This design comes from an exercise in tuning for small area, a short achievable clock period and few clock cycles per item on the open sky130 flow, not from production work. In this exercise RTL edits were held to simulation tests only and were not proved equivalent to the original. Power figures rest on the tool's default switching activity, not on a simulated workload.

### flow/standard.sh
#!/bin/bash
# synth_recipe.tcl (not shown) runs the flow's synth.tcl, then flattens the netlist and writes it again
# the make line also repeats each setting of config.mk as NAME=value (left out here)
make -C /OpenROAD-flow-scripts/flow DESIGN_CONFIG=/design/flow/config.mk WORK_HOME=/design/flow/orfs CLKGATE_MAP_FILE= SYNTH_SCRIPT=/design/flow/synth_recipe.tcl "${@:-finish}"
### flow/design.v
module rr_pick #(parameter n = 4) (
  input [n-1:0] req,
  input [n-1:0] prio,
  output logic [n-1:0] gnt
);
  integer k, d, j;
  logic path, clear;
  always_comb begin
    for (k = 0; k < n; k = k + 1) begin
      path = 1'b0;
      for (d = 0; d < n; d = d + 1) begin
        clear = prio[(k + n - d) % n];
        for (j = 1; j <= d; j = j + 1)
          clear = clear & ~req[(k + n - j) % n];
        path = path | clear;
      end
      gnt[k] = req[k] & path;
    end
  end
endmodule
module route_dest #(parameter id_r = 2, parameter id_c = 2) (
  input [3:0] r,
  input [3:0] c,
  input m,
  output [3:0] d
);
  wire rlt = r < id_r, rgt = r > id_r, clt = c < id_c, cgt = c > id_c;
  assign d[0] = m ? rlt : (!clt & !cgt & rlt);
  assign d[2] = m ? rgt : (!clt & !cgt & rgt);
  assign d[3] = m ? (!rlt & !rgt & clt) : clt;
  assign d[1] = m ? (!rlt & !rgt & cgt) : cgt;
endmodule
module out_fifo #(parameter bits = 32) (
  input clk,
  input rst,
  input [bits-1:0] d0, d1, d2, d3,   
  input [3:0] wr,              
  input pop,
  output [bits-1:0] dout,
  output reg pndng,
  output [3:0] free_nxt        
);
  reg [bits-1:0] hd;           
  reg [bits-1:0] r [6:0];
  reg [2:0] dl [6:0];          
  reg [6:0] v;                 
  reg [6:0] h;                 
  reg [6:0] tl;                
  integer k, m;
  wire do_pop = pop & pndng;
  wire adv = ~pndng | do_pop;            
  wire ring_any = |v;
  wire from_ring = adv & ring_any;
  logic [bits-1:0] rd;
  always_comb begin
    rd = {bits{1'b0}};
    for (k = 0; k < 7; k = k + 1)
      rd = rd | (r[k] & {bits{h[k]}});
  end
  assign dout = hd;
  logic [6:0] nxt;
  always_comb
    for (k = 0; k < 7; k = k + 1) begin
      nxt[k] = 1'b0;
      for (m = 1; m < 7; m = m + 1)
        nxt[k] = nxt[k] | ((dl[k] == m) & h[(k + m) % 7]);
      nxt[k] = nxt[k] & v[k];
    end
  function automatic [2:0] dist_tail(input [6:0] t, input integer p);
    integer q;
    begin
      dist_tail = 3'd0;
      for (q = 0; q < 7; q = q + 1)
        if (t[q]) dist_tail = dist_tail | 3'((q + 1 - p + 14) % 7);
    end
  endfunction
  logic [2:0] dn [0:3];
  always_comb begin
    dn[0] = dist_tail(tl, 0);
    dn[1] = wr[0] ? 3'd5 : dist_tail(tl, 2);
    dn[2] = wr[1] ? 3'd5 : (wr[0] ? 3'd3 : dist_tail(tl, 4));
    dn[3] = wr[2] ? 3'd5 : (wr[1] ? 3'd3 : (wr[0] ? 3'd1 : dist_tail(tl, 6)));
  end
  wire [6:0] vp = v & ~(h & {7{from_ring}});
  wire any_wr = |wr;
  wire new_old = any_wr & ~(|vp);
  wire [6:0] wpos = {wr[3], 1'b0, wr[2], 1'b0, wr[1], 1'b0, wr[0]};
  wire [6:0] first = wr[0] ? 7'd1 : wr[1] ? 7'd4 : wr[2] ? 7'd16 : 7'd64;
  wire [6:0] last = wr[3] ? 7'd64 : wr[2] ? 7'd16 : wr[1] ? 7'd4 : 7'd1;
  wire [6:0] v_n = {vp[5:0], vp[6]} | wpos;
  assign free_nxt = {~v_n[5], ~v_n[3], ~v_n[1], ~v_n[6]};
  always @(posedge clk) begin
    if (from_ring) hd <= rd;
    r[0] <= wr[0] ? d0 : r[6];
    r[2] <= wr[1] ? d1 : r[1];
    r[4] <= wr[2] ? d2 : r[3];
    r[6] <= wr[3] ? d3 : r[5];
    r[1] <= r[0];
    r[3] <= r[2];
    r[5] <= r[4];
    dl[0] <= wr[0] ? dn[0] : dl[6];
    dl[2] <= wr[1] ? dn[1] : dl[1];
    dl[4] <= wr[2] ? dn[2] : dl[3];
    dl[6] <= wr[3] ? dn[3] : dl[5];
    dl[1] <= dl[0];
    dl[3] <= dl[2];
    dl[5] <= dl[4];
    if (new_old) h <= first;
    else if (from_ring) h <= {nxt[5:0], nxt[6]};
    else h <= {h[5:0], h[6]};
    if (any_wr) tl <= last;
    else tl <= {tl[5:0], tl[6]};
  end
  always @(posedge clk or posedge rst) begin
    if (rst) begin
      v <= 7'd0;
      pndng <= 1'b0;
    end else begin
      v <= v_n;
      pndng <= (pndng & ~do_pop) | ring_any;
    end
  end
endmodule
module router_bus_gnrtr #(parameter pck_sz = 40, parameter num_ntrfs=4, parameter broadcast = {8{1'b1}}, parameter fifo_depth=8,parameter id_c = 2,parameter id_r = 2,parameter columns= 4, parameter rows = 4)(
  input clk,
  input reset,
  input [num_ntrfs*pck_sz-1:0] data_out_i_in,
  input [num_ntrfs-1:0] pndng_i_in,
  input [num_ntrfs-1:0] pop,
  output [num_ntrfs-1:0] popin,
  output [num_ntrfs-1:0] pndng,
  output [num_ntrfs*pck_sz-1:0] data_out
);
  localparam pb = pck_sz - 8;     
  reg [pb-1:0] sd [0:3];    
  reg [3:0] go;             
  reg [3:0] nacc;           
  reg [3:0] sld;            
  logic [3:0] take;
  logic [3:0] sq_n [0:3];
  logic [3:0] sdst [0:3];    
  logic [3:0] fr [0:3];      
  logic [3:0] wr [0:3];      
  logic [3:0] go_n;
  genvar i, o;
  generate
    for (i = 0; i < 4; i = i + 1) begin : _in_
      wire [3:0] fd;    
      wire [3:0] sdd;   
      assign sdst[i] = sdd;
      route_dest #(.id_r(id_r), .id_c(id_c)) rt_in (
        .r(data_out_i_in[i*pck_sz + pb - 1 -: 4]), .c(data_out_i_in[i*pck_sz + pb - 5 -: 4]),
        .m(data_out_i_in[i*pck_sz + pb - 9]), .d(fd)
      );
      route_dest #(.id_r(id_r), .id_c(id_c)) rt_st (
        .r(sd[i][pb-1 -: 4]), .c(sd[i][pb-5 -: 4]), .m(sd[i][pb-9]), .d(sdd)
      );
      assign take[i] = pndng_i_in[i] & ~nacc[i];
      assign popin[i] = take[i];
      always_comb begin
        if (nacc[i]) sq_n[i] = sdd;
        else if (take[i]) sq_n[i] = fd;
        else sq_n[i] = 4'd0;
      end
      always @(posedge clk)
        if (sld[i]) sd[i] <= data_out_i_in[i*pck_sz +: pb];
      assign go_n[i] = (sq_n[i][0] & fr[0][i]) | (sq_n[i][1] & fr[1][i]) |
                       (sq_n[i][2] & fr[2][i]) | (sq_n[i][3] & fr[3][i]);
      always @(posedge clk or posedge reset)
        if (reset) begin
          go[i] <= 1'b0;
          nacc[i] <= 1'b0;
          sld[i] <= 1'b1;
        end else begin
          go[i] <= go_n[i];
          nacc[i] <= (sq_n[i] != 4'd0) & ~go_n[i];
          sld[i] <= (sq_n[i] == 4'd0) | go_n[i];
        end
    end
    for (o = 0; o < 4; o = o + 1) begin : _out_
      always_comb
        for (int j = 0; j < 4; j = j + 1)
          wr[o][j] = go[j] & sdst[j][o];
      if (o == 0) begin : _o0_
        logic [pb-4:0] dq;
        out_fifo #(.bits(pb-3)) fifo_out (
          .clk(clk), .rst(reset),  .free_nxt(fr[o]),
          .d0({sd[0][pb-4], sd[0][pb-5:0]}), .d1({sd[1][pb-4], sd[1][pb-5:0]}),
          .d2({sd[2][pb-4], sd[2][pb-5:0]}), .d3({sd[3][pb-4], sd[3][pb-5:0]}), .wr(wr[o]), .pop(pop[o]),
          .dout(dq), .pndng(pndng[o])
        );
        assign data_out[o*pck_sz +: pb] = {3'b000, dq};
      end else if (o == 3) begin : _o3_
        logic [pb-4:0] dq;
        out_fifo #(.bits(pb-3)) fifo_out (
          .clk(clk), .rst(reset),  .free_nxt(fr[o]),
          .d0({sd[0][pb-1 -: 4], sd[0][pb-8:0]}), .d1({sd[1][pb-1 -: 4], sd[1][pb-8:0]}),
          .d2({sd[2][pb-1 -: 4], sd[2][pb-8:0]}), .d3({sd[3][pb-1 -: 4], sd[3][pb-8:0]}), .wr(wr[o]), .pop(pop[o]),
          .dout(dq), .pndng(pndng[o])
        );
        assign data_out[o*pck_sz +: pb] = {dq[pb-4 -: 4], 3'b000, dq[pb-8:0]};
      end else begin : _o12_
        out_fifo #(.bits(pb)) fifo_out (
          .clk(clk), .rst(reset),  .free_nxt(fr[o]),
          .d0(sd[0]), .d1(sd[1]), .d2(sd[2]), .d3(sd[3]), .wr(wr[o]), .pop(pop[o]),
          .dout(data_out[o*pck_sz +: pb]), .pndng(pndng[o])
        );
      end
      assign data_out[o*pck_sz + pb +: 8] = 8'(o);
    end
  endgenerate
endmodule
### flow/flow/run.sh
#!/bin/bash
set -euo pipefail
export BUFFER_PORTS_ARGS="-buffer_cell sky130_fd_sc_hd__buf_2"
bash standard.sh > flow_make.log 2>&1
### flow/config.mk
export PLATFORM = sky130hd
export DESIGN_NAME = router_bus_gnrtr
export DESIGN_NICKNAME = router_bus_gnrtr
export VERILOG_FILES = /design/flow/design.v
export SDC_FILE = /design/flow/constraint.sdc
export NUM_CORES = 4
export LEC_CHECK = 0
export CAP_MARGIN = 20
export CORE_MARGIN = 2
export CORE_UTILIZATION = 45
export CTS_CLUSTER_DIAMETER = 100
export CTS_CLUSTER_SIZE = 30
export SETUP_SLACK_MARGIN = 2.65
export SLEW_MARGIN = 20
### flow/constraint.sdc
create_clock -name core_clock -period 5.0 [get_ports {clk}]
set_input_delay 1.0000 -clock core_clock [delete_from_list [all_inputs] [get_ports {clk}]]
set_output_delay 1.0000 -clock core_clock [all_outputs]
set_load 0.01 [all_outputs]
==> results of run 1 <==
routing by layer:
metal,wire [um],up-vias
li1,-,14200
met5,40,-
met1,61270,15980
met2,71410,1777
met3,16020,284
met4,6705,6
synth_stat cells (all sizes together), types with 26 or more instances:
cell / number / share of area
nand3: 140 / 0.016
a31oi: 30 / 0.0043
dfrtp: 40 / 0.023
buf: 110 / 0.015
inv: 56 / 0.0048
mux2: 276 / 0.071
nor2b: 26 / 0.0037
nor2: 41 / 0.0035
o21ai: 132 / 0.015
clkbuf: 158 / 0.014
a222oi: 122 / 0.028
nor3: 70 / 0.0080
a22oi: 245 / 0.042
a21oi: 78 / 0.0089
edfxtp: 250 / 0.17
o211ai: 41 / 0.0074
nand2: 748 / 0.064
dfxtp: 994 / 0.45
sequential cells by signal, summed over array words and instances, names as in the netlist, 14 cells and up:
signal                           count
_out_.genblk1._o12_.fifo_out.dl     42
_out_.genblk1._o12_.fifo_out.h      14
_out_.genblk1._o3_.fifo_out.dl      21
_out_.genblk1._o12_.fifo_out.r     448
_out_.genblk1._o12_.fifo_out.hd     64
_out_.genblk1._o3_.fifo_out.hd      29
_out_.genblk1._o3_.fifo_out.r      203
_out_.genblk1._o12_.fifo_out.tl     14
_out_.genblk1._o12_.fifo_out.v      14
sd                                 128
_out_._o0_.fifo_out.r              203
_out_._o0_.fifo_out.dl              21
_out_._o0_.fifo_out.hd              29
placed cells by master (no fill, tap or decap), types with 19 or more instances in the layout:
cell type  synthesis  routed
a211o_1           25      25
a21oi_1           78      76
a222oi_1         122     122
a22oi_1          245     245
a31oi_1           30      29
buf_2             39     261
buf_4             43     137
buf_6              2      19
clkbuf_1         158      35
clkbuf_16          0      52
conb_1             2      38
dfrtp_1           40      36
dfxtp_1          994     984
edfxtp_1         250     250
inv_1             55      47
mux2_2           275     275
nand2_1          748     748
nand3_1          140     137
nor2_1            41      41
nor2b_1           26      23
nor3_1            70      65
o211ai_1          38      38
o21ai_0          132     132
power groups by stage:
stage | clock network [mW] | registers, mW | logic, mW
5_1_grt | 5.58 | 19.8 | 10.8
4_1_cts | 5.22 | 19.3 | 9.89
6_report | 5.18 | 19.4 | 10.1
3_5_place_dp | 0 | 19.6 | 9.37
2_1_floorplan | 0 | 17.9 | 5.77
3_3_place_gp | 0 | 19.5 | 9.28
final timing paths:
path,end,slack [ps],cells past startpoint
min reg2reg,_out_[1].genblk1._o12_.fifo_out.r[3][26],350,0
max reg2reg,_out_[3].genblk1._o3_.fifo_out.r[2][5],2570,6
min,_out_[1].genblk1._o12_.fifo_out.r[3][26],350,0
min in group asynchronous,go[0],540,3
max in group asynchronous,nacc[3],3940,3
max,popin[1],2550,2
per-stage QoR:
stage,instances,hold WS (ps)
2_1_floorplan,3825,330.4
3_3_place_gp,5160,332.5
3_5_place_dp,5160,335.9
4_1_cts,5322,344.6
5_1_grt,5366,349.7
6_report,5376,345.4
layout make-up:
type | count | area, sq um
sequential | 1288 | 28530
clock buffer | 86 | 1408
multi-input combinational | 2216 | 14330
fill | 8638 | 47480
tap | 1276 | 1597
timing repair inverter | 4 | 30.03
antenna | 10 | 25.02
inverter | 56 | 232.7
clock inverter | 4 | 45.04
timing repair buffer | 436 | 2888
logic make-up after synthesis:
family                 count (synthesis)
buffers and inverters                324
other                                  2
AOI/OAI and AO/OA                    784
and+or+nand+nor                     1114
DFF                                 1288
muxes                                277
repair_timing:
action                     in CTS  in global routing
gates resized for setup        76                 39
cloned                          7                  3
setup endpoints to repair     428                207
pin swaps                       8                  4
buffers inserted               65                 41
hold buffers                    0                  0
==> out/results.tsv, run 1 <==
stage	metric	value	unit
yosys	ys_ff_latch	1288	
critical_path	worstPathCellList	nor2b_4 > buf_6	
sta	worstMarginPinSlew	1007	ps
critical_path	cp-start-kind	flop	
yosys	ys_warn_count	18	
route	drtAntennaViolNets	0	
sta	finClkSkew	32.37	ps
hold_path	min_from	_out_[1].genblk1._o12_.fifo_out.r[2][26]	
die	rows	114	
global_route	grt_use_met2	0.4793	
die	die_w	316.0	um
critical_path	reg2reg_from	sd[1][27]	
route	post_drt_via_cell_ratio	5.997	
placement	gp_congestion	0.8758	
die	pin_count	338	
critical_path	critPathMaxStageDelay	510	ps
yosys	synth.avg_cell_area	11.56	sq um
yosys	synth_xor_xnor_area_share	0	
power_and_ir_drop	intPower	21.41	mW
layout	fin_nets	4221	
route	vias	32240	
die	core-area	96570	sq um
layout	area_delta_synth_final	12.06	%
placement	io_buffers	267	
power_and_ir_drop	power_frac_comb	0.291	
layout	fin_area	49080	sq um
sta	hold_violations	0	
yosys	async_reset_ff_frac	0.03416	
yosys	synth_edf_count	250	
global_route	grt_pass1_wl	215400	um
sta	drv_slew	0	
die	initial_core_util	0.4536	
global_route	grt_pass1_vias	29800	
critical_path	crit_path_start	nacc[1]	
sta	period_share	0.4901	
run_status	status	finished clean	
sta	setup_tns	0	ps
clock_tree	cts_buffers	49	
power_and_ir_drop	p_total	34.74	mW
placement	dpl.hpwl	98130	um
clock_tree	clk_latency	670	ps
global_route	grt_util_met1	0.4071	
power_and_ir_drop	vdd_drop_max	344.7	uV
yosys	netlist_instances	3789	
clock_tree	clk_path_buf_depth	3	
power_and_ir_drop	switchingPower	13.34	mW
global_route	grt-ovfl-total	0	
clock_tree	cts.sinks	1288	
placement	place_area	46200	sq um
yosys	synth_flop_cell	dfxtp_1	
clock_tree	cts_max_level	2	
sta	setup_viol	0	
sta	post-route-min-period	2450	ps
global_route	grt_max_degree	50	
route	firstDrtPassIters	8	
layout	drive_above_1_share	0.2098	
critical_path	crit_buf_inv	1	
yosys	synth-adder-area-share	0	
yosys	synthMuxAreaShare	0.07127	
global_route	grt_use_met3	0.05365	
route	wirelength	155500	um
critical_path	endpoint_kind	primary output	
power_and_ir_drop	swShare	0.3839	
critical_path	crit_family	flip-flops	
global_route	track_usage	0.3006	
sta	rsz0062_at_grt	yes	
route	drc	0	
layout	utilization	0.5083	
sta	relSlewSlack	0.3229	
global_route	busiest_layer	met2	
critical_path	crit_required	4000	ps
global_route	antenna_found_initial	30	
clock_tree	cts_root_buf	clkbuf_16	
hold_path	holdCritPathClass	flop to flop	
critical_path	worstSetupPathType	flop to primary output	
yosys	synth_top_family_by_area	compound AO/OA/AOI/OAI gates	
placement	pre_cts_ws	1694	ps
route	drtIter0Drc	4600	
sta	worst_slack	2550	ps
power_and_ir_drop	clkPwrFrac	0.149	
critical_path	cp.arrival	1450	ps
clock_tree	cts_tree	built	
yosys	synth_area	43800	sq um
yosys	ys_seq_area_frac	0.6510	
clock_tree	clkTransAtPathRegs	120	ps
die	fp.dieArea	99840	sq um
sta	max_freq	0.4081	GHz
job	drv_cap	0	
yosys	synth-simple-area-share	0.1116	
critical_path	cp_slowest_cell	dfrtp_2	
power_and_ir_drop	p_per_area	707.9	nW/um^2
yosys	synth_compound_area_frac	0.1331	
power_and_ir_drop	seqPwrFrac	0.559	
die	fp.dieH	316.0	um
route	drt-wirelength-per-cell	28.92	um
yosys	ys_types	78	
power_and_ir_drop	p_leak	19.98	nW
critical_path	cp_max_fo	3	
Testbench counts, summed over its fixed seeds: cycles 1,697, packets 4,800.
==> run 2: changes to the inputs <==
--- a/flow/config.mk
+++ b/flow/config.mk
@@ -9,6 +9,6 @@
 export CORE_MARGIN = 2
 export CORE_UTILIZATION = 45
-export CTS_CLUSTER_DIAMETER = 100
-export CTS_CLUSTER_SIZE = 30
+export CTS_CLUSTER_DIAMETER = 80
+export CTS_CLUSTER_SIZE = 20
 export SETUP_SLACK_MARGIN = 2.65
 export SLEW_MARGIN = 20
==> out/results.tsv, run 2 <==
stage	metric	value	unit	change
global_route	grt_pass1_wl	218000	um	+1.2%
clock_tree	cts_max_level	3		+1
critical_path	cp-start-kind	flop		
yosys	ys_ff_latch	1288		unchanged
clock_tree	clk_latency	650	ps	-20 ps
global_route	track_usage	0.3044		+0.003720
critical_path	cp_slowest_cell	dfrtp_2		
yosys	netlist_instances	3789		unchanged
yosys	synth.avg_cell_area	11.56	sq um	unchanged
die	fp.dieH	316.0	um	unchanged
global_route	grt_max_degree	50		unchanged
route	vias	32560		+1.0%
yosys	ys_warn_count	18		unchanged
sta	max_freq	0.4127	GHz	+1.1%
critical_path	crit_family	flip-flops		
die	pin_count	338		unchanged
hold_path	holdCritPathClass	flop to flop		
power_and_ir_drop	p_leak	20.37	nW	+1.9%
layout	largest_reg_flops	448		unchanged
clock_tree	cts_root_buf	clkbuf_16		
yosys	synth_commonest_cells	994 x dfxtp_1, 748 x nand2_1, 275 x mux2_2		
critical_path	worstSetupPathType	flop to primary output		
critical_path	cp_max_fo	2		-1
route	drc	0		unchanged
clock_tree	cts_tree	built		
critical_path	cp.arrival	1420	ps	-30 ps
yosys	synth_edf_count	250		unchanged
power_and_ir_drop	power_frac_comb	0.281		-0.010
sta	setup_tns	0	ps	unchanged
placement	io_buffers	267		unchanged
clock_tree	cts_buffers	75		+53%
layout	top_regs	_out_.genblk1._o12_.fifo_out.r (448), _out_._o0_.fifo_out.r (203), _out_.genblk1._o3_.fifo_out.r (203)		
placement	place_area	46200	sq um	unchanged
sta	worstMarginPinSlew	995.6	ps	-10.98 ps
sta	finClkSkew	34.79	ps	+2.423 ps
clock_tree	clk_path_buf_depth	3		unchanged
route	drtAntennaViolNets	0		unchanged
power_and_ir_drop	intPower	22.48	mW	+5.0%
job	drv_cap	0		unchanged
run_status	status	finished clean		
layout	fin_nets	4252		+0.73%
layout	layout_commonest_cell	dfxtp_1		
placement	dp_cells	5160		unchanged
critical_path	crit_required	4000	ps	about the same
power_and_ir_drop	switchingPower	13.58	mW	+1.8%
die	core-area	96570	sq um	unchanged
yosys	synthTopCellsByArea	dfxtp_1 45%, edfxtp_1 17%, mux2_2 7.1%		
power_and_ir_drop	swShare	0.3765		-0.007338
die	fp.dieArea	99840	sq um	unchanged
yosys	synth_area	43800	sq um	unchanged
sta	drv_slew	0		unchanged
route	post_drt_via_cell_ratio	6.016		+0.31%
yosys	ys_seq_area_frac	0.6510		unchanged
placement	gp_congestion	0.8758		unchanged
power_and_ir_drop	vdd_drop_max	300.3	uV	-13%
sta	setup_viol	0		unchanged
yosys	synth_area_leader_cell	dfxtp_1		
route	firstDrtPassIters	6		-2
yosys	ys_types	78		unchanged
route	drtIter0Drc	4497		-2.2%
power_and_ir_drop	p_per_area	723.5	nW/um^2	+2.2%
global_route	grt_pass1_vias	30320		+1.8%
layout	fin_area	49830	sq um	+1.5%
yosys	async_reset_ff_frac	0.03416		unchanged
layout	layout_common_cells	984 x dfxtp_1, 748 x nand2_1, 275 x mux2_2, 261 x buf_2, 250 x edfxtp_1		
layout	drive_above_1_share	0.2154		+0.005664
power_and_ir_drop	seqPwrFrac	0.539		-0.020
sta	rsz0062_at_grt	yes		
sta	period_share	0.4846		-0.005452
power_and_ir_drop	clkPwrFrac	0.180		+0.031
die	initial_core_util	0.4536		unchanged
clock_tree	cts.sinks	1288		unchanged
route	drt-wirelength-per-cell	28.94	um	about the same
placement	pre_cts_ws	1694	ps	unchanged
placement	dpl.hpwl	98130	um	unchanged
yosys	synth_top_area_frac	0.4543		unchanged
critical_path	crit_buf_inv	1		unchanged
critical_path	critPathMaxStageDelay	500	ps	about the same
yosys	synth_flop_cell	dfxtp_1		
sta	relSlewSlack	0.3363		+0.01334
layout	area_delta_synth_final	13.77	%	
global_route	grt-ovfl-total	0		unchanged
layout	utilization	0.5161		+0.007787
critical_path	endpoint_kind	primary output		
yosys	synth_most_common_cell	dfxtp_1		
sta	hold_violations	0		unchanged
layout	stdcell_count	5413		+0.69%
sta	post-route-min-period	2423	ps	-27.26 ps
clock_tree	clkTransAtPathRegs	90	ps	-30 ps
die	rows	114		unchanged
route	wirelength	156700	um	+0.77%
critical_path	worstPathCellList	nor2b_4 > buf_6		
layout	max_flop_register	_out_.genblk1._o12_.fifo_out.r		
global_route	antenna_found_initial	28		-6.7%
die	die_w	316.0	um	unchanged
sta	worst_slack	2577	ps	+27.26 ps
## run 2: cell types whose count changed in the layout (fill, tap and decap cells not counted), sizes merged
cell / before / now
buf: 431 / 439
diode: 10 / 6
bufinv: 0 / 1
inv: 53 / 54
clkinvlp: 10 / 9
clkbuf: 91 / 123
## run 2: logic make-up (layout without fill, tap and decap cells)
family | after synthesis | in the layout | share of synthesized area
AND/OR/NAND/NOR | 1114 | 1115 | 0.1116
other | 2 | 44 | 0.0001715
buffers and inverters | 324 | 627 | 0.03291
AO/OA/AOI/OAI | 784 | 786 | 0.1331
multiplexers | 277 | 277 | 0.07127
flip-flops | 1288 | 1288 | 0.6510
## run 2: worst paths after layout
path	slack (ps)	depth (start not counted)	start	to
max	2580	2	nacc[1]	popin[1]
min	340	0	_out_[2].genblk1._o12_.fifo_out.r[4][23]	_out_[2].genblk1._o12_.fifo_out.r[5][23]
max reg2reg	2640	5	sd[2][28]	_out_[3].genblk1._o3_.fifo_out.h[0]
min reg2reg	340	0	_out_[2].genblk1._o12_.fifo_out.r[4][23]	_out_[2].genblk1._o12_.fifo_out.r[5][23]
max in group asynchronous	3920	3	reset	nacc[0]
min in group asynchronous	560	3	reset	_out_[3].genblk1._o3_.fifo_out.v[4]
## run 2: final cells by class
class / instances / area, sq um
antenna: 6 / 15.01
clock buffer: 121 / 2143
clock inverter: 5 / 72.57
fill: 8571 / 46730
inverter: 56 / 229.0
multi-input combinational: 2216 / 14300
sequential: 1288 / 28530
tap: 1276 / 1597
timing repair buffer: 441 / 2913
timing repair inverter: 4 / 30.03
## run 2: power by group through the flow
stage,Combinational [mW],Sequential (mW),Clock (mW)
final,10.1,19.4,6.48
after CTS,9.97,19.3,6.53
after global routing,10.9,19.8,6.90
after floorplan,5.77,17.9,0
after detailed placement,9.37,19.6,0
after global placement,9.28,19.5,0
## run 2: metrics by stage
stage                     hold WS (ps)  power, mW
final                            338.9      36.05
after global routing             348.4      37.56
after CTS                        337.6      35.79
after detailed placement         335.9      28.93
after global placement           332.5      28.80
after floorplan                  330.4      23.67
## run 2: layer usage
layer | up-vias | wire, um | track usage
met1 | 16100 | 61560 | 0.4106
li1 | 14280 | - | -
met5 | - | 119 | 0
met2 | 1839 | 71700 | 0.4848
met4 | 16 | 6832 | 0.1234
met3 | 330 | 16440 | 0.05503
## run 2: what timing repair did
| item | CTS | global route |
|---|---|---|
| hold endpoints to repair | 0 | 0 |
| gates cloned | 7 | 2 |
| hold buffers | 0 | 0 |
| pin swaps | 9 | 4 |
| setup buffers | 82 | 30 |
| gates resized for setup | 75 | 36 |
| setup endpoints to repair | 417 | 172 |
## run 2: worst reg2reg max path, cell delays in order (launching register included)
cell      delay, ps
edfxtp_1        580
nor4b_2         450
o211a_4         390
nor4_4          120
and3b_1         400
mux2_4          330
==> run 3: changes to the inputs <==
==> flow/flow/run.sh (replaced) <==
#!/bin/bash
set -euo pipefail
export BUFFER_PORTS_ARGS="-buffer_cell sky130_fd_sc_hd__buf_1"
bash standard.sh > flow_make.log 2>&1
--- a/flow/config.mk
+++ b/flow/config.mk
@@ -8,5 +8,5 @@
 export CAP_MARGIN = 20
 export CORE_MARGIN = 2
-export CORE_UTILIZATION = 45
+export CORE_UTILIZATION = 50
 export CTS_CLUSTER_DIAMETER = 80
 export CTS_CLUSTER_SIZE = 20
==> out/results.tsv, run 3 <==
stage	metric	value	unit	change
run_status	status	finished clean		
sta	rsz0062_at_grt	yes		
global_route	grt_pass1_wl	216400	um	-0.76%
placement	io_buffers	267		unchanged
sta	worstMarginPinSlew	1175	ps	+179.4 ps
layout	max_flop_register	_out_.genblk1._o12_.fifo_out.r		
yosys	synthTopCellsByArea	dfxtp_1 45%, edfxtp_1 17%, mux2_2 7.1%		
yosys	synth_flop_cell	dfxtp_1		
yosys	synth-simple-area-share	0.1116		unchanged
power_and_ir_drop	vdd_drop_max	309.4	uV	+3.0%
critical_path	cp.arrival	1420	ps	about the same
route	drtAntennaViolNets	0		unchanged
critical_path	crit_path_start	nacc[1]		
die	initial_core_util	0.5049		+0.05130
yosys	async_reset_ff_frac	0.03416		unchanged
critical_path	worstSetupPathType	flop to primary output		
yosys	synth.avg_cell_area	11.56	sq um	unchanged
sta	hold_violations	0		unchanged
power_and_ir_drop	intPower	22.25	mW	-1.0%
route	wirelength	156700	um	about the same
clock_tree	clkTransAtPathRegs	90	ps	about the same
clock_tree	clk_latency	660	ps	about the same
power_and_ir_drop	p_total	35.96	mW	-0.26%
power_and_ir_drop	clkPwrFrac	0.177		-0.003
sta	worst_slack	2575	ps	-1.810 ps
critical_path	endpoint_kind	primary output		
yosys	ys_seq_area_frac	0.6510		unchanged
yosys	ys_types	78		unchanged
power_and_ir_drop	seqPwrFrac	0.545		+0.006
placement	dpl.hpwl	96710	um	-1.4%
layout	layout_common_cells	987 x dfxtp_1, 748 x nand2_1, 275 x mux2_2, 260 x buf_1, 250 x edfxtp_1		
yosys	netlist_instances	3789		unchanged
power_and_ir_drop	p_per_area	727.7	nW/um^2	+0.58%
die	fp.dieH	300.0	um	-5.1%
job	drv_cap	0		unchanged
clock_tree	cts_tree	built		
yosys	synth_commonest_cells	994 x dfxtp_1, 748 x nand2_1, 275 x mux2_2		
die	fp.dieArea	89980	sq um	-9.9%
hold_path	min_from	_out_[0]._o0_.fifo_out.r[2][7]		
yosys	synth_edf_count	250		unchanged
layout	largest_reg_flops	448		unchanged
yosys	synth_xor_xnor_area_share	0		unchanged
layout	area_delta_synth_final	12.83	%	
yosys	ys_ff_latch	1288		unchanged
route	drc	0		unchanged
clock_tree	clk_path_buf_depth	3		unchanged
power_and_ir_drop	power_frac_comb	0.278		-0.003
yosys	synth_area_leader_cell	dfxtp_1		
sta	setup_tns	0	ps	unchanged
route	vias	32730		+0.50%
die	die_w	300.0	um	-5.1%
die	core-area	86750	sq um	-10%
layout	top_regs	_out_.genblk1._o12_.fifo_out.r (448), _out_._o0_.fifo_out.r (203), _out_.genblk1._o3_.fifo_out.r (203)		
layout	fin_nets	4266		+0.33%
yosys	synth-adder-area-share	0		unchanged
sta	drv_slew	0		unchanged
route	firstDrtPassIters	9		+3
sta	period_share	0.4850		about the same
power_and_ir_drop	switchingPower	13.72	mW	+1.0%
yosys	synth_most_common_cell	dfxtp_1		
route	drtIter0Drc	4370		-2.8%
clock_tree	cts_buffers	74		-1.3%
clock_tree	hold_buffers	0		unchanged
global_route	grt_max_degree	46		-8.0%
placement	place_area	45740	sq um	-1.0%
critical_path	crit_required	4000	ps	about the same
critical_path	cp_max_fo	2		unchanged
clock_tree	cts_root_buf	clkbuf_16		
layout	fin_area	49420	sq um	-0.83%
layout	drive_above_1_share	0.1553		-0.06013
layout	layout_commonest_cell	dfxtp_1		
sta	max_freq	0.4124	GHz	about the same
sta	post-route-min-period	2425	ps	+1.810 ps
global_route	grt_pass1_vias	29980		-1.1%
yosys	synth_top_family_by_area	compound AO/OA/AOI/OAI gates		
route	drt-wirelength-per-cell	29.49	um	+1.9%
layout	fillers	7470		-13%
yosys	synth_compound_area_frac	0.1331		unchanged
global_route	track_usage	0.3352		+0.03081
critical_path	reg2reg_from	sd[1][26]		
yosys	synthMuxAreaShare	0.07127		unchanged
sta	finClkSkew	28.17	ps	-6.623 ps
placement	gp_congestion	0.8883		+1.4%
yosys	ys_warn_count	18		unchanged
route	post_drt_via_cell_ratio	6.157		+2.4%
placement	pre_cts_ws	1775	ps	+80.40 ps
sta	relSlewSlack	0.2167		-0.1196
clock_tree	cts_max_level	3		unchanged
power_and_ir_drop	p_leak	19.65	nW	-3.5%
hold_path	holdCritPathClass	flop to flop		
critical_path	cp-start-kind	flop		
die	pin_count	338		unchanged
yosys	synth_area	43800	sq um	unchanged
global_route	grt-ovfl-total	0		unchanged
sta	setup_viol	0		unchanged
global_route	antenna_found_initial	33		+18%
power_and_ir_drop	swShare	0.3814		+0.004842
clock_tree	cts.sinks	1288		unchanged
die	rows	108		-5.3%
yosys	synth_top_area_frac	0.4543		unchanged
[run 3: layout make-up]
| class | count | area [sq um] | share of cell area |
|---|---|---|---|
| Antenna cell | 7 | 17.52 | 0.0003545 |
| Clock buffer | 126 | 2078 | 0.04205 |
| Clock inverter | 7 | 78.83 | 0.001595 |
| Inverter | 56 | 229.0 | 0.004633 |
| Multi-Input combinational cell | 2218 | 14370 | 0.2909 |
| Sequential cell | 1288 | 28530 | 0.5773 |
| Tap cell | 1155 | 1445 | 0.02924 |
| Timing Repair Buffer | 455 | 2644 | 0.05350 |
| Timing Repair inverter | 3 | 22.52 | 0.0004557 |
[run 3: worst paths after layout]
path | end | slack, ps | depth (start not counted)
min reg2reg | _out_[0]._o0_.fifo_out.r[3][7] | 330 | 0
min | _out_[0]._o0_.fifo_out.r[3][7] | 330 | 0
max reg2reg | _out_[3].genblk1._o3_.fifo_out.h[0] | 2620 | 6
max | popin[1] | 2580 | 2
min in group asynchronous | _out_[1].genblk1._o12_.fifo_out.v[2] | 510 | 3
max in group asynchronous | nacc[3] | 3950 | 3
[run 3: cells by family (layout without fill, tap and decap cells)]
kind of cell / Yosys count / in the layout
AND/OR/NAND/NOR: 1114 / 1115
multiplexers: 277 / 277
buffers and inverters: 324 / 647
other: 2 / 45
AO/OA/AOI/OAI: 784 / 788
flip-flops: 1288 / 1288
[run 3: critical path: stages (launching register included)]
cell and delay (ps):
dfrtp_2 500, nor2b_4 150, buf_6 110
[run 3: power groups by stage]
stage,Clock [mW],Sequential [mW],Combinational [mW]
4_1_cts,6.43,19.4,9.73
5_1_grt,6.79,19.9,10.7
3_3_place_gp,0,19.7,8.98
6_report,6.38,19.6,9.98
2_1_floorplan,0,17.9,5.77
3_5_place_dp,0,19.7,9.05
[run 3: stage by stage]
step	util	hold WS, ps	cells
after floorplan	-	330.4	3825
after global routing	0.5696	352.0	5313
after global placement	0.5271	331.8	5040
final	0.5696	333.9	5315
after detailed placement	0.5272	335.9	5040
after CTS	0.5650	343.6	5270
[run 3: repair_timing]
action / in CTS / in global routing
cloned: 8 / 4
buffers inserted: 89 / 34
resized for setup: 83 / 33
hold endpoints to repair: 0 / 0
setup endpoints to repair: 478 / 143
pin swaps: 13 / 5
[run 3: metal layers]
layer  global-route usage  part of all wire  up-vias
met2               0.5150              0.45     1873
met5                    0           0.00077        -
met4               0.1674             0.053       18
met1               0.4530              0.39    16150
li1                     -                 -    14320
met3              0.06713              0.10      366
==> run 4: changes to the inputs <==
--- a/flow/design.v
+++ b/flow/design.v
@@ -39,5 +39,5 @@
   output [bits-1:0] dout,
   output reg pndng,
-  output [3:0] free_nxt        
+  output [1:0] free_nxt        
 );
   reg [bits-1:0] hd;           
@@ -75,35 +75,26 @@
     end
   endfunction
-  logic [2:0] dn [0:3];
-  always_comb begin
-    dn[0] = dist_tail(tl, 0);
-    dn[1] = wr[0] ? 3'd5 : dist_tail(tl, 2);
-    dn[2] = wr[1] ? 3'd5 : (wr[0] ? 3'd3 : dist_tail(tl, 4));
-    dn[3] = wr[2] ? 3'd5 : (wr[1] ? 3'd3 : (wr[0] ? 3'd1 : dist_tail(tl, 6)));
-  end
+  wire wa = wr[0] | wr[1];     
+  wire wb = wr[2] | wr[3];     
+  wire [2:0] dna = dist_tail(tl, 0);
+  wire [2:0] dnb = wa ? 3'd4 : dist_tail(tl, 3);
   wire [6:0] vp = v & ~(h & {7{from_ring}});
-  wire any_wr = |wr;
+  wire any_wr = wa | wb;
   wire new_old = any_wr & ~(|vp);
-  wire [6:0] wpos = {wr[3], 1'b0, wr[2], 1'b0, wr[1], 1'b0, wr[0]};
-  wire [6:0] first = wr[0] ? 7'd1 : wr[1] ? 7'd4 : wr[2] ? 7'd16 : 7'd64;
-  wire [6:0] last = wr[3] ? 7'd64 : wr[2] ? 7'd16 : wr[1] ? 7'd4 : 7'd1;
+  wire [6:0] wpos = {3'b000, wb, 2'b00, wa};
+  wire [6:0] first = wa ? 7'd1 : 7'd8;
+  wire [6:0] last = wb ? 7'd8 : 7'd1;
   wire [6:0] v_n = {vp[5:0], vp[6]} | wpos;
-  assign free_nxt = {~v_n[5], ~v_n[3], ~v_n[1], ~v_n[6]};
+  assign free_nxt = {~v_n[2], ~v_n[6]};
   always @(posedge clk) begin
     if (from_ring) hd <= rd;
-    r[0] <= wr[0] ? d0 : r[6];
-    r[2] <= wr[1] ? d1 : r[1];
-    r[4] <= wr[2] ? d2 : r[3];
-    r[6] <= wr[3] ? d3 : r[5];
-    r[1] <= r[0];
-    r[3] <= r[2];
-    r[5] <= r[4];
-    dl[0] <= wr[0] ? dn[0] : dl[6];
-    dl[2] <= wr[1] ? dn[1] : dl[1];
-    dl[4] <= wr[2] ? dn[2] : dl[3];
-    dl[6] <= wr[3] ? dn[3] : dl[5];
-    dl[1] <= dl[0];
-    dl[3] <= dl[2];
-    dl[5] <= dl[4];
+    r[0] <= (d0 & {bits{wr[0]}}) | (d1 & {bits{wr[1]}}) | (r[6] & {bits{~wa}});
+    r[3] <= (d2 & {bits{wr[2]}}) | (d3 & {bits{wr[3]}}) | (r[2] & {bits{~wb}});
+    for (k = 1; k < 7; k = k + 1)
+      if (k != 3) r[k] <= r[k-1];
+    dl[0] <= wa ? dna : dl[6];
+    dl[3] <= wb ? dnb : dl[2];
+    for (k = 1; k < 7; k = k + 1)
+      if (k != 3) dl[k] <= dl[k-1];
     if (new_old) h <= first;
     else if (from_ring) h <= {nxt[5:0], nxt[6]};
@@ -140,5 +131,7 @@
   logic [3:0] sq_n [0:3];
   logic [3:0] sdst [0:3];    
-  logic [3:0] fr [0:3];      
+  logic [1:0] fr [0:3];      
+  logic [3:0] gn [0:3];      
+  reg [1:0] pp [0:3];        
   logic [3:0] wr [0:3];      
   logic [3:0] go_n;
@@ -165,6 +158,5 @@
       always @(posedge clk)
         if (sld[i]) sd[i] <= data_out_i_in[i*pck_sz +: pb];
-      assign go_n[i] = (sq_n[i][0] & fr[0][i]) | (sq_n[i][1] & fr[1][i]) |
-                       (sq_n[i][2] & fr[2][i]) | (sq_n[i][3] & fr[3][i]);
+      assign go_n[i] = gn[0][i] | gn[1][i] | gn[2][i] | gn[3][i];
       always @(posedge clk or posedge reset)
         if (reset) begin
@@ -179,7 +171,17 @@
     end
     for (o = 0; o < 4; o = o + 1) begin : _out_
-      always_comb
+      always_comb begin
         for (int j = 0; j < 4; j = j + 1)
           wr[o][j] = go[j] & sdst[j][o];
+        for (int g = 0; g < 2; g = g + 1) begin
+          gn[o][2*g] = sq_n[2*g][o] & fr[o][g] & (~sq_n[2*g+1][o] | ~pp[o][g]);
+          gn[o][2*g+1] = sq_n[2*g+1][o] & fr[o][g] & (~sq_n[2*g][o] | pp[o][g]);
+        end
+      end
+      always @(posedge clk or posedge reset)
+        if (reset) pp[o] <= 2'b00;
+        else
+          for (int g = 0; g < 2; g = g + 1)
+            if (gn[o][2*g] | gn[o][2*g+1]) pp[o][g] <= gn[o][2*g];
       if (o == 0) begin : _o0_
         logic [pb-4:0] dq;
==> flow/flow/run.sh (replaced) <==
#!/bin/bash
set -euo pipefail
export BUFFER_PORTS_ARGS="-buffer_cell sky130_fd_sc_hd__buf_2"
bash standard.sh > flow_make.log 2>&1
--- a/flow/config.mk
+++ b/flow/config.mk
@@ -8,5 +8,5 @@
 export CAP_MARGIN = 20
 export CORE_MARGIN = 2
-export CORE_UTILIZATION = 50
+export CORE_UTILIZATION = 45
 export CTS_CLUSTER_DIAMETER = 80
 export CTS_CLUSTER_SIZE = 20
==> out/results.tsv, run 4 <==
stage	metric	value	unit	change
clock_tree	clk_path_buf_depth	3		unchanged
power_and_ir_drop	vdd_drop_max	300.9	uV	-2.8%
die	fp.dieArea	95080	sq um	+5.7%
layout	largest_reg_flops	448		unchanged
die	rows	111		+2.8%
die	initial_core_util	0.4547		-0.05015
route	drt-wirelength-per-cell	27.93	um	-5.3%
critical_path	cp_max_fo	2		unchanged
layout	max_flop_register	_out_.genblk1._o12_.fifo_out.r		
sta	drv_slew	0		unchanged
yosys	synth_flop_cell	dfxtp_1		
yosys	netlist_instances	3530		-6.8%
sta	rsz0062_at_grt	yes		
global_route	grt_pass1_vias	28730		-4.2%
placement	gp_congestion	0.8792		-1.0%
yosys	ys_ff_latch	1296		+0.62%
critical_path	worstSetupPathType	primary input to primary output		
sta	setup_viol	0		unchanged
global_route	grt_max_degree	42		-8.7%
yosys	synth-simple-area-share	0.1009		-0.01069
placement	io_buffers	267		unchanged
yosys	synthTopCellsByArea	dfxtp_1 48%, edfxtp_1 18%, a22oi_1 8.6%		
sta	worstMarginPinSlew	1127	ps	-47.61 ps
route	drc	0		unchanged
yosys	synth-adder-area-share	0		unchanged
die	fp.dieH	308.3	um	+2.8%
power_and_ir_drop	p_leak	19.69	nW	+0.19%
die	die_w	308.3	um	+2.8%
die	core-area	91660	sq um	+5.7%
run_status	status	finished clean		
yosys	synth_edf_count	250		unchanged
clock_tree	cts.sinks	1296		+0.62%
route	wirelength	142600	um	-9.0%
yosys	synth_compound_area_frac	0.1763		+0.04321
yosys	async_reset_ff_frac	0.04012		+0.005962
clock_tree	clk_latency	680	ps	+20 ps
yosys	synth_area_leader_cell	dfxtp_1		
clock_tree	cts_buffers	75		+1.4%
critical_path	crit_required	4000	ps	about the same
yosys	synth_commonest_cells	994 x dfxtp_1, 546 x nand2_1, 478 x a22oi_1		
sta	relSlewSlack	0.2484		+0.03174
sta	hold_violations	0		unchanged
sta	max_freq	0.4135	GHz	+0.26%
clock_tree	clkTransAtPathRegs	90	ps	about the same
route	drtAntennaViolNets	0		unchanged
route	wl_met1	59120	um	-4.2%
yosys	ys_seq_area_frac	0.6889		+0.03789
placement	dpl.hpwl	89470	um	-7.5%
yosys	synth.avg_cell_area	11.81	sq um	+2.1%
hold_path	min_from	_out_[2].genblk1._o12_.fifo_out.r[4][30]		
global_route	grt-ovfl-total	0		unchanged
yosys	synthMuxAreaShare	0.0005103		-0.07076
route	drtIter0Drc	4065		-7.0%
sta	finClkSkew	27.49	ps	-0.6786 ps
job	drv_cap	0		unchanged
layout	layout_commonest_cell	dfxtp_1		
clock_tree	hold_buffers	0		unchanged
yosys	synth_most_common_cell	dfxtp_1		
sta	holdWs	326.7	ps	-7.147 ps
layout	drive_above_1_share	0.1758		+0.02047
critical_path	cp-start-kind	primary input		
clock_tree	cts_max_level	3		unchanged
critical_path	reg2reg_from	sd[3][29]		
route	wl_met3	14930	um	-8.3%
critical_path	endpoint_kind	primary output		
die	pin_count	338		unchanged
route	met2_length	62270	um	-12%
critical_path	crit_path_start	pndng_i_in[0]		
yosys	synth_top_family_by_area	compound AO/OA/AOI/OAI gates		
route	dr.max_layer_used	met5		
route	vias	30990		-5.3%
critical_path	cp.arrival	1420	ps	about the same
route	firstDrtPassIters	8		-1
sta	period_share	0.4837		-0.001278
sta	post-route-min-period	2419	ps	-6.390 ps
layout	area_delta_synth_final	16.31	%	
global_route	grt_pass1_wl	200200	um	-7.5%
yosys	synth_top_area_frac	0.4774		+0.02309
hold_path	holdCritPathClass	flop to flop		
layout	layout_common_cells	986 x dfxtp_1, 541 x nand2_1, 466 x a22oi_1, 263 x buf_2, 250 x edfxtp_1		
yosys	ys_warn_count	20		+2
global_route	antenna_found_initial	17		-48%
global_route	track_usage	0.2896		-0.04558
route	post_drt_via_cell_ratio	6.069		-1.4%
layout	top_regs	_out_.genblk1._o12_.fifo_out.r (448), _out_._o0_.fifo_out.r (203), _out_.genblk1._o3_.fifo_out.r (203)		
yosys	ys_types	75		-3.8%
yosys	synth_xor_xnor_area_share	0		unchanged
power_and_ir_drop	p_per_area	710.4	nW/um^2	-2.4%
clock_tree	cts_tree	built		
sta	setup_tns	0	ps	unchanged
layout	fin_nets	4036		-5.4%
yosys	synth_area	41680	sq um	-4.8%
clock_tree	cts_root_buf	clkbuf_16		
[run 4: changes by cell type in the layout (fill, tap and decap cells not counted), moves of 12 or more]
cell      change
mux2_2      -274
buf_4        -16
buf_2       +262
a211oi_4     +17
inv_1        +24
o21ai_0      -54
buf_1       -260
a22oi_2      +12
a22oi_1     +221
nand2_1     -207
a211oi_2     +12
o211ai_1     -28
a21boi_0     +12
[run 4: area by class of cell]
class | instances | area [sq um]
Sequential cell | 1296 | 28730
Multi-Input combinational cell | 1947 | 12320
Inverter | 79 | 319.1
Timing Repair Buffer | 464 | 3373
Fill cell | 7961 | 43190
Tap cell | 1186 | 1484
Clock inverter | 5 | 77.57
Clock buffer | 120 | 2141
Timing Repair inverter | 3 | 22.52
Antenna cell | 7 | 17.52
[run 4: critical path: stages]
cell and delay (ps):
buf_2 160, nand2b_4 80, inv_6 70, buf_6 100
[run 4: worst paths after layout]
path	end	slack [ps]	cells past startpoint
max in group asynchronous	_out_[1].genblk1._o12_.fifo_out.v[6]	3610	3
min in group asynchronous	pp[0][0]	450	2
max	popin[0]	2580	4
min reg2reg	_out_[2].genblk1._o12_.fifo_out.r[5][30]	330	0
max reg2reg	_out_[1].genblk1._o12_.fifo_out.r[3][26]	2590	8
min	_out_[2].genblk1._o12_.fifo_out.r[5][30]	330	0
[run 4: cells by family after synthesis]
| group | Yosys count |
|---|---|
| compound gates | 967 |
| mux | 2 |
| simple gates | 938 |
| other cells | 2 |
| buf+inv | 325 |
| flops | 1296 |
[run 4: layer usage]
metal / up-vias / track usage
li1: 13690 / -
met1: 15330 / 0.4114
met2: 1703 / 0.4279
met3: 250 / 0.05882
met4: 14 / 0.1261
met5: - / 0
[run 4: power breakdown]
group,internal (mW),switching [mW]
Sequential,15.6,3.27
Combinational,3.24,5.91
Clock,2.98,3.47
Total,21.8,12.6
[run 4: metrics by stage]
| stage | util | setup slack [ps] | total power [mW] | cell area (sq um) | instances |
|---|---|---|---|---|---|
| 3_5_place_dp | 0.4835 | 1713 | 26.97 | 44320 | 4838 |
| 2_1_floorplan | - | 2425 | 22.44 | 41960 | 3566 |
| 4_1_cts | 0.5198 | 2538 | 33.78 | 47650 | 5049 |
| 6_report | 0.5289 | 2581 | 34.44 | 48480 | 5107 |
| 5_1_grt | 0.5288 | 2524 | 35.94 | 48480 | 5106 |
| 3_3_place_gp | 0.4835 | 1715 | 26.88 | 44320 | 4838 |
[run 4: repair_timing]
action,4_1_cts,5_1_grt
endpoints found under the setup margin,426,202
pin swaps,18,31
gates cloned,11,5
setup buffers,75,46
resized for setup,78,75
Testbench counts of run 4, summed over its fixed seeds: cycles 1,728, packets 4,800.
==> run 5: changes to the inputs <==
==> flow/flow/run.sh (replaced) <==
#!/bin/bash
set -euo pipefail
export BUFFER_PORTS_ARGS="-buffer_cell sky130_fd_sc_hd__buf_1"
bash standard.sh > flow_make.log 2>&1
--- a/flow/config.mk
+++ b/flow/config.mk
@@ -8,5 +8,5 @@
 export CAP_MARGIN = 20
 export CORE_MARGIN = 2
-export CORE_UTILIZATION = 45
+export CORE_UTILIZATION = 50
 export CTS_CLUSTER_DIAMETER = 80
 export CTS_CLUSTER_SIZE = 20
==> out/results.tsv, run 5 <==
stage	metric	value	unit	change
run_status	status	finished clean		
layout	layout_commonest_cell	dfxtp_1		
sta	holdWs	337.1	ps	+10.33 ps
sta	max_freq	0.4160	GHz	+0.61%
yosys	synth_most_common_cell	dfxtp_1		
sta	rsz0062_at_grt	yes		
critical_path	endpoint_kind	flop		
layout	max_flop_register	_out_.genblk1._o12_.fifo_out.r		
global_route	track_usage	0.3267		+0.03714
sta	post-route-min-period	2404	ps	-14.65 ps
die	initial_core_util	0.5060		+0.05128
die	fp.dieH	292.7	um	-5.1%
yosys	ys_warn_count	20		unchanged
layout	top_regs	_out_.genblk1._o12_.fifo_out.r (448), _out_._o0_.fifo_out.r (203), _out_.genblk1._o3_.fifo_out.r (203)		
sta	setup_tns	0	ps	unchanged
critical_path	worstSetupPathType	flop to flop		
yosys	synth_top_family_by_area	compound AO/OA/AOI/OAI gates		
die	rows	105		-5.4%
critical_path	cp_max_fo	10		+8
yosys	netlist_instances	3530		unchanged
layout	fin_area	47670	sq um	-1.7%
power_and_ir_drop	p_leak	18.85	nW	-4.2%
sta	hold_violations	0		unchanged
global_route	antenna_found_initial	8		-9
clock_tree	cts.sinks	1296		unchanged
yosys	synth_area	41680	sq um	unchanged
layout	drive_above_1_share	0.1022		-0.07358
yosys	synth-simple-area-share	0.1009		unchanged
die	pin_count	338		unchanged
critical_path	crit_required	5600	ps	+1600 ps
sta	relSlewSlack	0.2072		-0.04117
placement	pre_cts_ws	1681	ps	-31.78 ps
hold_path	holdCritPathClass	flop to flop		
route	post_drt_via_cell_ratio	6.353		+4.7%
sta	period_share	0.4808		-0.002930
yosys	ys_seq_area_frac	0.6889		unchanged
yosys	synth_flop_cell	dfxtp_1		
clock_tree	cts_root_buf	clkbuf_16		
placement	place_area	43840	sq um	-1.1%
yosys	synth_edf_count	250		unchanged
route	drtAntennaViolNets	0		unchanged
yosys	ys_ff_latch	1296		unchanged
route	wirelength	144200	um	+1.1%
power_and_ir_drop	p_per_area	722.0	nW/um^2	+1.6%
global_route	grt_pass1_vias	30890		+7.5%
clock_tree	clk_latency	670	ps	about the same
clock_tree	cts_buffers	75		unchanged
route	vias	31670		+2.2%
yosys	synth_compound_area_frac	0.1763		unchanged
sta	worst_slack	2596	ps	+14.65 ps
critical_path	cp-start-kind	flop		
global_route	grt_max_degree	53		+26%
die	core-area	82370	sq um	-10%
placement	gp_congestion	0.9182		+4.4%
critical_path	cp.arrival	3000	ps	+1580 ps
yosys	synth_xor_xnor_area_share	0		unchanged
power_and_ir_drop	vdd_drop_max	421.2	uV	+40%
job	drv_cap	0		unchanged
route	drc	0		unchanged
yosys	synth.avg_cell_area	11.81	sq um	unchanged
global_route	grt_pass1_wl	206600	um	+3.2%
yosys	ys_types	75		unchanged
die	fp.dieArea	85690	sq um	-9.9%
layout	area_delta_synth_final	14.38	%	
power_and_ir_drop	p_total	34.42	mW	about the same
clock_tree	cts_max_level	3		unchanged
sta	worstMarginPinSlew	1189	ps	+61.76 ps
clock_tree	cts_tree	built		
clock_tree	clk_path_buf_depth	3		unchanged
placement	io_buffers	267		unchanged
yosys	synthTopCellsByArea	dfxtp_1 48%, edfxtp_1 18%, a22oi_1 8.6%		
yosys	async_reset_ff_frac	0.04012		unchanged
sta	setup_viol	0		unchanged
route	firstDrtPassIters	9		+1
yosys	synth_top_area_frac	0.4774		unchanged
placement	dpl.hpwl	90530	um	+1.2%
sta	finClkSkew	21.79	ps	-5.699 ps
layout	fillers	6783		-15%
yosys	synthMuxAreaShare	0.0005103		unchanged
die	die_w	292.7	um	-5.1%
route	drtIter0Drc	4393		+8.1%
yosys	synth_commonest_cells	994 x dfxtp_1, 546 x nand2_1, 478 x a22oi_1		
layout	layout_common_cells	986 x dfxtp_1, 545 x nand2_1, 473 x a22oi_1, 260 x buf_1, 250 x edfxtp_1		
yosys	synth_area_leader_cell	dfxtp_1		
yosys	synth-adder-area-share	0		unchanged
clock_tree	clkTransAtPathRegs	90	ps	about the same
layout	largest_reg_flops	448		unchanged
route	drt-wirelength-per-cell	28.92	um	+3.5%
sta	drv_slew	0		unchanged
global_route	grt-ovfl-total	0		unchanged
critical_path	regToRegSetupSlack	2600	ps	about the same
layout	fin_nets	4032		-0.099%
## run 5: area by class of cell
| cell class | count | area [sq um] | area share |
|---|---|---|---|
| clock buffers | 122 | 2127 | 0.04462 |
| repair inverters | 3 | 22.52 | 0.0004724 |
| clock inverters | 7 | 103.9 | 0.002178 |
| repair buffers | 455 | 2789 | 0.05850 |
| multi-input cells | 1952 | 12240 | 0.2568 |
| diodes | 1 | 2.502 | 0.00005249 |
| flip-flops and latches | 1296 | 28730 | 0.6026 |
| inverters | 79 | 316.6 | 0.006640 |
| well taps | 1070 | 1339 | 0.02808 |
## run 5: repair_timing
action / 4_1_cts / 5_1_grt
hold buffers: 0 / 0
gates resized for setup: 77 / 39
buffers inserted: 71 / 51
cloned: 12 / 2
setup endpoints to repair: 435 / 273
pin swaps: 21 / 15
## run 5: per-layer routing
layer,up-vias,global-route usage,routed length (um)
met2,1963,0.5124,64960
met4,8,0.1626,8131
met1,15640,0.4411,57070
met3,398,0.05342,13970
li1,13670,-,-
met5,-,0,47
## run 5: stage by stage
step	instances	utilization
6_report	4985	0.5788
5_1_grt	4984	0.5787
4_1_cts	4931	0.5716
3_5_place_dp	4719	0.5323
3_3_place_gp	4718	0.5319
2_1_floorplan	3566	-
## run 5: worst paths after layout
path / start / end / cells past startpoint
min: _out_[3].genblk1._o3_.fifo_out.r[4][24] / _out_[3].genblk1._o3_.fifo_out.r[5][24] / 0
min in group asynchronous: reset / pp[1][0] / 3
min reg2reg: _out_[3].genblk1._o3_.fifo_out.r[4][24] / _out_[3].genblk1._o3_.fifo_out.r[5][24] / 0
max: sd[3][27] / _out_[2].genblk1._o12_.fifo_out.r[3][4] / 6
max in group asynchronous: reset / nacc[2] / 3
max reg2reg: sd[3][27] / _out_[2].genblk1._o12_.fifo_out.r[3][4] / 6
## run 5: where the power goes
group          total, mW  internal, mW  switching, mW
registers           19.0          15.6           3.44
clock network       6.45          3.01           3.44
logic               8.93          3.05           5.87
## run 5: cells by family (layout without fill, tap and decap cells)
family	Yosys count	count (layout)
AOI/OAI and AO/OA	967	967
buffers and inverters	325	666
DFF	1296	1296
muxes	2	2
other	2	39
and+or+nand+nor	938	945
## run 5: worst max-delay path, cell delays in order, from the launching register on
cell	delay, ps
edfxtp_1	470
or4b_4	660
a211oi_4	340
buf_12	180
buf_4	260
a22oi_1	270
nand2_1	150
==> run 6: changes to the inputs <==
--- a/flow/config.mk
+++ b/flow/config.mk
@@ -9,6 +9,6 @@
 export CORE_MARGIN = 2
 export CORE_UTILIZATION = 50
-export CTS_CLUSTER_DIAMETER = 80
-export CTS_CLUSTER_SIZE = 20
+export CTS_CLUSTER_DIAMETER = 90
+export CTS_CLUSTER_SIZE = 25
 export SETUP_SLACK_MARGIN = 2.65
 export SLEW_MARGIN = 20
==> out/results.tsv, run 6 <==
stage	metric	value	unit	change
sta	period_share	0.4896		+0.008810
clock_tree	cts_buffers	59		-21%
route	drtIter0Drc	4382		-0.25%
yosys	synth.avg_cell_area	11.81	sq um	unchanged
sta	finClkSkew	32.29	ps	+10.50 ps
yosys	synth_flop_cell	dfxtp_1		
critical_path	r2r-end	_out_[2].genblk1._o12_.fifo_out.r[3][4]		
yosys	synthTopCellsByArea	dfxtp_1 48%, edfxtp_1 18%, a22oi_1 8.6%		
critical_path	worstSetupPathType	flop to flop		
layout	fin_nets	4026		-0.15%
critical_path	r2r_cells	8		+2
yosys	synth_commonest_cells	994 x dfxtp_1, 546 x nand2_1, 478 x a22oi_1		
critical_path	crit_required	5550	ps	-50 ps
yosys	async_reset_ff_frac	0.04012		unchanged
hold_path	min_from	_out_[2].genblk1._o12_.fifo_out.r[4][29]		
clock_tree	cts_max_level	2		-1
layout	max_flop_register	_out_.genblk1._o12_.fifo_out.r		
placement	io_buffers	267		unchanged
route	vias	31610		-0.20%
layout	layout_common_cells	986 x dfxtp_1, 546 x nand2_1, 473 x a22oi_1, 259 x buf_1, 250 x edfxtp_1		
yosys	ys_types	75		unchanged
yosys	ys_seq_area_frac	0.6889		unchanged
layout	drive_above_1_share	0.1018		-0.0003501
sta	holdWs	337.7	ps	+0.6360 ps
critical_path	cp.arrival	2990	ps	about the same
global_route	antenna_found_initial	11		+3
placement	pre_cts_ws	1681	ps	unchanged
layout	largest_reg_flops	448		unchanged
yosys	synth_area	41680	sq um	unchanged
global_route	grt_pass1_wl	205400	um	-0.62%
yosys	synth_top_area_frac	0.4774		unchanged
clock_tree	hold_buffers	0		unchanged
layout	fillers	6799		+0.24%
sta	setup_viol	0		unchanged
clock_tree	clkTransAtPathRegs	100	ps	about the same
global_route	track_usage	0.3240		-0.002730
layout	area.sequential	28730	sq um	unchanged
placement	place_area	43840	sq um	unchanged
sta	relSlewSlack	0.1896		-0.01762
placement	dpl.hpwl	90530	um	unchanged
die	rows	105		unchanged
route	firstDrtPassIters	12		+3
sta	rsz0062_at_grt	yes		
die	fp.dieH	292.7	um	unchanged
yosys	ys_ff_latch	1296		unchanged
route	drc	0		unchanged
job	drv_cap	0		unchanged
sta	hold_violations	0		unchanged
global_route	grt_pass1_vias	30490		-1.3%
route	dr.max_layer_used	met5		
die	initial_core_util	0.5060		unchanged
placement	gp_congestion	0.9182		unchanged
clock_tree	clk_path_buf_depth	3		unchanged
route	met2_length	65340	um	+0.59%
global_route	grt_max_degree	53		unchanged
hold_path	whs_path_depth	0		unchanged
die	pin_count	338		unchanged
sta	setup_tns	0	ps	unchanged
yosys	netlist_instances	3530		unchanged
global_route	grt-ovfl-total	0		unchanged
critical_path	reg2reg_from	sd[3][31]		
power_and_ir_drop	p_leak	18.69	nW	-0.84%
hold_path	holdCritPathClass	flop to flop		
critical_path	cp_max_fo	10		unchanged
layout	area_delta_synth_final	13.60	%	
route	wirelength	143900	um	-0.17%
sta	max_freq	0.4085	GHz	-1.8%
hold_path	hold_path_end	_out_[2].genblk1._o12_.fifo_out.r[5][29]		
power_and_ir_drop	vdd_drop_max	402.8	uV	-4.4%
die	core-area	82370	sq um	unchanged
die	die_w	292.7	um	unchanged
route	post_drt_via_cell_ratio	6.360		about the same
sta	drv_slew	0		unchanged
layout	multiInputGateArea	12260	sq um	about the same
yosys	synth_most_common_cell	dfxtp_1		
sta	worstMarginPinSlew	1216	ps	+26.42 ps
die	fp.dieArea	85690	sq um	unchanged
layout	fin_area	47350	sq um	-0.67%
clock_tree	cts.sinks	1296		unchanged
yosys	synth_edf_count	250		unchanged
layout	utilization	0.5748		-0.003904
critical_path	cp-start-kind	flop		
route	drt-wirelength-per-cell	28.96	um	+0.13%
route	wl_met3	14150	um	+1.3%
critical_path	regToRegSetupSlack	2550	ps	-40 ps
layout	top_regs	_out_.genblk1._o12_.fifo_out.r (448), _out_._o0_.fifo_out.r (203), _out_.genblk1._o3_.fifo_out.r (203)		
power_and_ir_drop	p_per_area	710.9	nW/um^2	-1.5%
layout	layout_commonest_cell	dfxtp_1		
critical_path	endpoint_kind	flop		
clock_tree	clk_latency	680	ps	about the same
clock_tree	cts_tree	built		
sta	post-route-min-period	2448	ps	+44.05 ps
yosys	ys_warn_count	20		unchanged
yosys	synth_area_leader_cell	dfxtp_1		
sta	worst_slack	2552	ps	-44.05 ps
route	wl_met1	57320	um	+0.44%
clock_tree	cts_root_buf	clkbuf_16		
route	drtAntennaViolNets	0		unchanged
run_status	status	finished clean		
-- run 6: cell types whose count changed in the layout (fill, tap and decap cells not counted), sizes merged --
cell and change:
clkinv +1, nor2 -1, clkinvlp +1, diode +1
inv -2, bufinv -1, buf +9, clkbuf -23
-- run 6: layout make-up --
class	instances	share of cell area
Antenna cell	2	0.0001057
Clock buffer	97	0.03575
Clock inverter	6	0.001585
Inverter	79	0.006764
Multi-Input combinational cell	1951	0.2588
Sequential cell	1296	0.6067
Tap cell	1070	0.02827
Timing Repair Buffer	466	0.06151
Timing Repair inverter	3	0.0004756
-- run 6: logic make-up after synthesis --
| kind of cell | after synthesis | synth area share |
|---|---|---|
| mux | 2 | 0.0005103 |
| simple gates | 938 | 0.1009 |
| other cells | 2 | 0.0001802 |
| compound gates | 967 | 0.1763 |
| flops | 1296 | 0.6889 |
| buf+inv | 325 | 0.03326 |
-- run 6: worst max path at each step --
stage,endpoint,start,slack [ps]
after global routing,popin[2],nacc[2],2560
after global placement,_out_[2].genblk1._o12_.fifo_out.hd[16],_out_[2].genblk1._o12_.fifo_out.v[3],1710
after floorplan,sld[0],data_out_i_in[71],2430
after detailed placement,_out_[2].genblk1._o12_.fifo_out.hd[18],_out_[2].genblk1._o12_.fifo_out.v[3],1680
after CTS,_out_[0]._o0_.fifo_out.h[3],_out_[0]._o0_.fifo_out.v[1],2560
final,_out_[2].genblk1._o12_.fifo_out.r[3][4],sd[3][31],2550
-- run 6: power breakdown --
| group | internal, mW | switching, mW | total [mW] |
|---|---|---|---|
| sequential | 15.6 | 3.45 | 19.0 |
| clock | 2.36 | 3.30 | 5.66 |
| combinational | 3.13 | 5.85 | 8.98 |
| total | 21.1 | 12.6 | 33.7 |
-- run 6: through the flow --
stage | std cells | total power, mW
global route | 4968 | 35.04
CTS | 4904 | 33.04
finish | 4970 | 33.66
floorplan | 3566 | 22.44
global placement | 4718 | 26.60
detailed placement | 4719 | 26.96
-- run 6: worst max-delay path: stages (launching register included) --
cell,delay [ps]
edfxtp_1,430
buf_4,150
buf_4,120
a211oi_2,380
a211oi_4,100
buf_12,170
buf_4,210
a22oi_1,600
nand2_1,140
-- run 6: what timing repair did --
item	in CTS	in global routing
setup buffers	70	62
resized for setup	76	45
cloned	12	2
setup endpoints to repair	438	268
pin swaps	22	19
endpoints found under the hold margin	0	0
-- run 6: metal layers --
metal  GRT usage  vias up
met2      0.5148     1928
met3     0.05000      332
met1      0.4407    15680
met4      0.1436        8
met5           0        -
li1            -    13660

-- separate check: timing with driven ports --
Ports are ideal in the flow. The routed layouts listed here were re-timed in OpenROAD. Step 1: set_driving_cell puts a clkbuf_16 on clk and a buf_2 on each other input, an assumption about the parent block. Step 2 moves the port delays by t, midway between the first and last clock arrival at a register: inputs arrive t later, outputs are due t later. That takes back most of the time a late clock gives input paths. Three values: ideal ports, drivers, drivers and shift; two values: the first two.
run	t, ns	setup WS [ns]	clock arrival spread, ns	worst register clock-pin slew, ns	cell pins on the clock port's net
run 1	0.722	2.550 / 2.482 / 1.995	0.037 / 0.037	0.12 / 0.12	1
run 2	0.706	2.577 / 2.508 / 1.963	0.036 / 0.036	0.09 / 0.09	1
run 3	0.712	2.575 / 2.509 / 2.051	0.032 / 0.032	0.09 / 0.09	1
run 4	0.734	2.581 / 2.512 / 2.062	0.031 / 0.031	0.09 / 0.09	1
run 5	0.720	2.596 / 2.568 / 1.973	0.028 / 0.028	0.09 / 0.09	1
run 6	0.736	2.552 / 2.527 / 2.010	0.047 / 0.047	0.10 / 0.10	1
After both steps setup and hold are still met in every run listed. For run 5, which loses most, drivers alone change the setup slack by -0.028 ns; drivers and shift together by -0.623 ns.
